Source: an optimization exercise on an open RTL-to-GDS flow (aim: small area). Production flows keep margins and buffers that such runs may drop. In this exercise RTL edits were held to simulation tests only and were not proved equivalent to the original. The flow treats the clock pin as an ideal source. Dropping or thinning the clock tree relies on that and would not hold on a real chip. Power is estimated from default activity; no workload was simulated.

==> flow/design.v <==
module clockdiv #(
    parameter           I_CLK_FRQ = 100_000_000,
    parameter           FREQUENCY = 1  
) (
    input wire          i_rst,
    input wire          i_clk,
    output reg          o_clk
);
    localparam integer  divider = I_CLK_FRQ / FREQUENCY;
    localparam integer  width   = $clog2(divider);
    reg [width-1:0]     counter;
    always @( posedge i_clk ) begin
        if ( i_rst ) begin
            counter <= 0;
            o_clk <= 0;
        end else if ( counter == divider - 1 ) begin
            counter <= 0;
            o_clk <= 1;
        end else begin
            counter <= counter + 1;
            o_clk <= 0;
        end
    end
endmodule
module seven_seg_disp #(
    parameter           I_CLK_FRQ = 24_000,
    parameter           REFRESH = 60,
    parameter           DIGITS = 4
) (
    input               i_clk,
    input               i_rst,
    input signed [10:0] i_data,
    input               i_en,
    output wire [3:0]   o_anodes,
    output wire [6:0]   o_segment
);
    reg  [6:0]  cnt;
    wire        fire = cnt[6] & cnt[5] & cnt[2];
    always @(posedge i_clk)
        if (i_rst)      cnt <= 7'd0;
        else if (fire)  cnt <= 7'd1;
        else            cnt <= cnt + 7'd1;
    reg  [1:0]  pos;
    always @(posedge i_clk)
        if (i_rst)      pos <= 2'd3;
        else if (fire)  pos <= pos + 2'd1;
    assign o_anodes = ~(4'b0001 << pos);
    reg         s;
    reg  [12:0] P;
    reg         cv;      
    wire        ld   = i_rst | (fire & i_en);
    wire        win  = (cnt[6:4] == 3'd0) & (cnt[3] | (cnt[2] & cnt[1]));   
    wire        run  = cv & win;
    wire        e0   = run & cnt[3];                  
    wire        e1   = run & cnt[3] & cnt[2];         
    function [3:0] corr(input [3:0] d, input e);
        reg c;
        begin
            c = e & (d[3] | (d[2] & (d[1] | d[0])));
            corr[0] = d[0] ^ c;
            corr[1] = c ? ((d[1] & d[0]) | (d[3] & ~d[0])) : d[1];
            corr[2] = c ? (d[3] & d[0]) : d[2];
            corr[3] = d[3] | c;
        end
    endfunction
    wire [12:0] C = {P[12:8], corr(P[7:4], e1), corr(P[3:0], e0)};
    wire        take = fire & i_en & ~i_rst;
    wire        keep = ~ld;
    wire [12:0] R = {C[11:0], P[12] ^ s};
    wire [12:0] L = {i_data[9:0], 3'b000};
    always @(posedge i_clk) begin
        if (i_rst | fire) cv <= take;
        if (ld) s <= take & i_data[10];
        if (ld | run) P <= ({13{take}} & L) | ({13{keep}} & R);
    end
    wire        h10 = P[11] & P[9];                        
    wire [3:0]  d0 = P[3:0], d1 = P[7:4];
    wire [3:0]  d2 = {P[11] & ~P[9], P[10], P[9] & ~P[11], P[8]};
    wire        th = P[12] | h10;
    wire        n0 = d0[3] & d0[0];
    wire        n1 = d1[3] & d1[0];
    reg  [3:0]  dsel;
    reg         cin;
    always @* begin
        case (pos)
            2'd3: begin dsel = d0; cin = s; end
            2'd0: begin dsel = d1; cin = s & n0; end
            2'd1: begin dsel = d2; cin = s & n0 & n1; end
            default: begin dsel = s ? 4'hf : {3'b000, th}; cin = 1'b0; end
        endcase
    end
    wire [3:0]  dinc;
    assign dinc[0] = dsel[0] ^ cin;
    assign dinc[1] = dsel[1] ^ (cin & dsel[0] & ~dsel[3]);
    assign dinc[2] = dsel[2] ^ (cin & dsel[0] & dsel[1]);
    assign dinc[3] = cin ? ((dsel[3] & ~dsel[0]) | (dsel[2] & dsel[1] & dsel[0])) : dsel[3];
    reg  [3:0]  dig;
    always @(posedge i_clk)
        if (fire) dig <= dinc;
    wire [3:0]  d = dig;
    assign o_segment[6] = (~d[3] & ~d[2] & ~d[1]) | (~d[3] & d[2] & d[1] & d[0]);
    assign o_segment[5] = (~d[2] & d[1]) | (~d[3] & ~d[2] & d[0]) | (d[1] & d[0]);
    assign o_segment[4] = (d[2] & ~d[1]) | d[0];
    assign o_segment[3] = (d[2] & ~d[1] & ~d[0]) | (~d[2] & ~d[1] & d[0]) | (d[2] & d[1] & d[0]);
    assign o_segment[2] = (d[3] & d[1]) | (~d[2] & d[1] & ~d[0]);
    assign o_segment[1] = ~((~d[1] & ~d[0]) | (~d[3] & d[1] & d[0]) | ~d[2]);
    assign o_segment[0] = (~d[3] & ~d[2] & ~d[1] & d[0]) | (d[3] & d[2]) | (d[2] & ~d[1] & ~d[0]);
endmodule
==> flow/config.mk <==
export PLATFORM = sky130hd
export DESIGN_NAME = seven_seg_disp
export DESIGN_NICKNAME = seven_seg_disp
export VERILOG_FILES = /design/flow/design.v
export SDC_FILE = /design/flow/constraint.sdc
export NUM_CORES = 4
export LEC_CHECK = 0
export CAP_MARGIN = 20
export CORE_MARGIN = 2
export CORE_UTILIZATION = 40
export SLEW_MARGIN = 20
==> flow/constraint.sdc <==
create_clock -name core_clock -period 10.0 [get_ports {i_clk}]
set_input_delay 2.0000 -clock core_clock [delete_from_list [all_inputs] [get_ports {i_clk}]]
set_output_delay 2.0000 -clock core_clock [all_outputs]
set_load 0.01 [all_outputs]
standard.sh (not shown) runs the stock make flow with config.mk's settings and CLKGATE_MAP_FILE= SYNTH_SCRIPT=/design/flow/synth_recipe.tcl, a recipe that flattens the netlist after the stock synthesis.
==> flow/flow/run.sh <==
#!/bin/bash
# Layout: the standard flow (standard.sh) with three changes:
#  - after synthesis every cell is swapped for the smallest of its family (downsize.tcl),
#  - port buffers are sky130_fd_sc_hd__buf_1 cells,
#  - the clock tree is a few clock buffers driven by the clock port (cts_pre.tcl),
#    in place of TritonCTS's H-tree.
# make's output goes to flow_make.log here; ORFS's per-step logs are under orfs/logs.
set -euo pipefail
W=$PWD
bash standard.sh \
  "PRE_FLOORPLAN_TCL=$W/flow/downsize.tcl" \
  "BUFFER_PORTS_ARGS=-buffer_cell sky130_fd_sc_hd__buf_1" \
  "PRE_CTS_TCL=$W/flow/cts_pre.tcl" \
  finish > "$W/flow_make.log" 2>&1
Other scripts of this flow, unchanged in this note and not shown: flow/flow/cts_pre.tcl, flow/flow/downsize.tcl
Then changed:
--- a/flow/design.v
+++ b/flow/design.v
@@ -48,11 +48,13 @@
     reg         s;
     reg  [12:0] P;
     reg         cv;      
+    reg         z;       
     wire        ld   = i_rst | (fire & i_en);
     wire        win  = (cnt[6:4] == 3'd0) & (cnt[3] | (cnt[2] & cnt[1]));   
     wire        run  = cv & win;
     wire        e0   = run & cnt[3];                  
     wire        e1   = run & cnt[3] & cnt[2];         
+    wire        e2   = run & (cnt[3:0] == 4'hf);      
     function [3:0] corr(input [3:0] d, input e);
         reg c;
         begin
@@ -63,20 +65,20 @@
             corr[3] = d[3] | c;
         end
     endfunction
-    wire [12:0] C = {P[12:8], corr(P[7:4], e1), corr(P[3:0], e0)};
-    wire        take = fire & i_en & ~i_rst;
-    wire        keep = ~ld;
-    wire [12:0] R = {C[11:0], P[12] ^ s};
-    wire [12:0] L = {i_data[9:0], 3'b000};
+    wire [12:0] C = {P[12], corr(P[11:8], e2), corr(P[7:4], e1), corr(P[3:0], e0)};
+    wire        fb = (P[12] ^ s) & z;
     always @(posedge i_clk) begin
-        if (i_rst | fire) cv <= take;
-        if (ld) s <= take & i_data[10];
-        if (ld | run) P <= ({13{take}} & L) | ({13{keep}} & R);
+        if (ld) begin
+            P  <= {i_data[9:0], 3'b000};
+            s  <= i_data[10] & ~i_rst;
+            z  <= ~i_rst;
+            cv <= 1'b1;
+        end else begin
+            if (fire) cv <= 1'b0;
+            if (run)  P  <= {C[11:0], fb};
+        end
     end
-    wire        h10 = P[11] & P[9];                        
-    wire [3:0]  d0 = P[3:0], d1 = P[7:4];
-    wire [3:0]  d2 = {P[11] & ~P[9], P[10], P[9] & ~P[11], P[8]};
-    wire        th = P[12] | h10;
+    wire [3:0]  d0 = P[3:0], d1 = P[7:4], d2 = P[11:8];
     wire        n0 = d0[3] & d0[0];
     wire        n1 = d1[3] & d1[0];
     reg  [3:0]  dsel;
@@ -86,7 +88,7 @@
             2'd3: begin dsel = d0; cin = s; end
             2'd0: begin dsel = d1; cin = s & n0; end
             2'd1: begin dsel = d2; cin = s & n0 & n1; end
-            default: begin dsel = s ? 4'hf : {3'b000, th}; cin = 1'b0; end
+            default: begin dsel = s ? 4'hf : {3'b000, P[12]}; cin = 1'b0; end
         endcase
     end
     wire [3:0]  dinc;
@@ -97,12 +99,21 @@
     reg  [3:0]  dig;
     always @(posedge i_clk)
         if (fire) dig <= dinc;
-    wire [3:0]  d = dig;
-    assign o_segment[6] = (~d[3] & ~d[2] & ~d[1]) | (~d[3] & d[2] & d[1] & d[0]);
-    assign o_segment[5] = (~d[2] & d[1]) | (~d[3] & ~d[2] & d[0]) | (d[1] & d[0]);
-    assign o_segment[4] = (d[2] & ~d[1]) | d[0];
-    assign o_segment[3] = (d[2] & ~d[1] & ~d[0]) | (~d[2] & ~d[1] & d[0]) | (d[2] & d[1] & d[0]);
-    assign o_segment[2] = (d[3] & d[1]) | (~d[2] & d[1] & ~d[0]);
-    assign o_segment[1] = ~((~d[1] & ~d[0]) | (~d[3] & d[1] & d[0]) | ~d[2]);
-    assign o_segment[0] = (~d[3] & ~d[2] & ~d[1] & d[0]) | (d[3] & d[2]) | (d[2] & ~d[1] & ~d[0]);
+    reg  [6:0]  seg;
+    always @* begin
+        case (dig)
+            4'd1:       seg = 7'b1111001;
+            4'd2:       seg = 7'b0100100;
+            4'd3:       seg = 7'b0110000;
+            4'd4:       seg = 7'b0011001;
+            4'd5:       seg = 7'b0010010;
+            4'd6:       seg = 7'b0000010;
+            4'd7:       seg = 7'b1111000;
+            4'd8:       seg = 7'b0000000;
+            4'd9:       seg = 7'b0011000;
+            4'd0:       seg = 7'b1000000;
+            default:    seg = 7'b0111111;
+        endcase
+    end
+    assign o_segment = seg;
 endmodule
Utilization went up by 0.21 points; clock power went up by 16%; fmax went up by 3.0%; die area went up by 18%; design area went up by 20%; power went up by about 19%; sequential share of layout area went down by 0.80 points; clock skew went down by 10 ps; combinational power stays flat; global-route usage went down by 0.51 points; worst hold slack got worse by 45 ps; wire length went up by about 20%; via count went up by 17%; setup slack improved by 100 ps.
No run of this note takes its clock network from TritonCTS; it comes from the design's own scripts or RTL.

## what the ideal ports hide
Ports are ideal in the flow. The routed layouts listed here were re-timed in OpenROAD.
Step 1 assumes that a clkbuf_16 drives the clock port and a buf_2 every other input.
Step 2, shift: input delay + t, output delay - t, t = (earliest + latest rising clock arrival at the registers) / 2. This alone moves slack from input paths to output paths.
Three values: ideal, step 1, step 2; two values: the first two.
run	shift t [ns]	setup slack, ns	latest minus earliest clock arrival (ns)	worst register clock-pin slew, ns	worst data-port slew with drivers (ns)
the first run	0.170	6.552 / 6.512 / 6.511	0.015 / 0.015	0.08 / 0.08	0.03
the second run	0.184	6.652 / 6.675 / 6.491	0.005 / 0.005	0.08 / 0.08	0.03
After both steps every run listed still meets setup and hold. For the second run, which loses most, drivers alone change the setup slack by +0.023 ns; drivers and shift together by -0.161 ns.
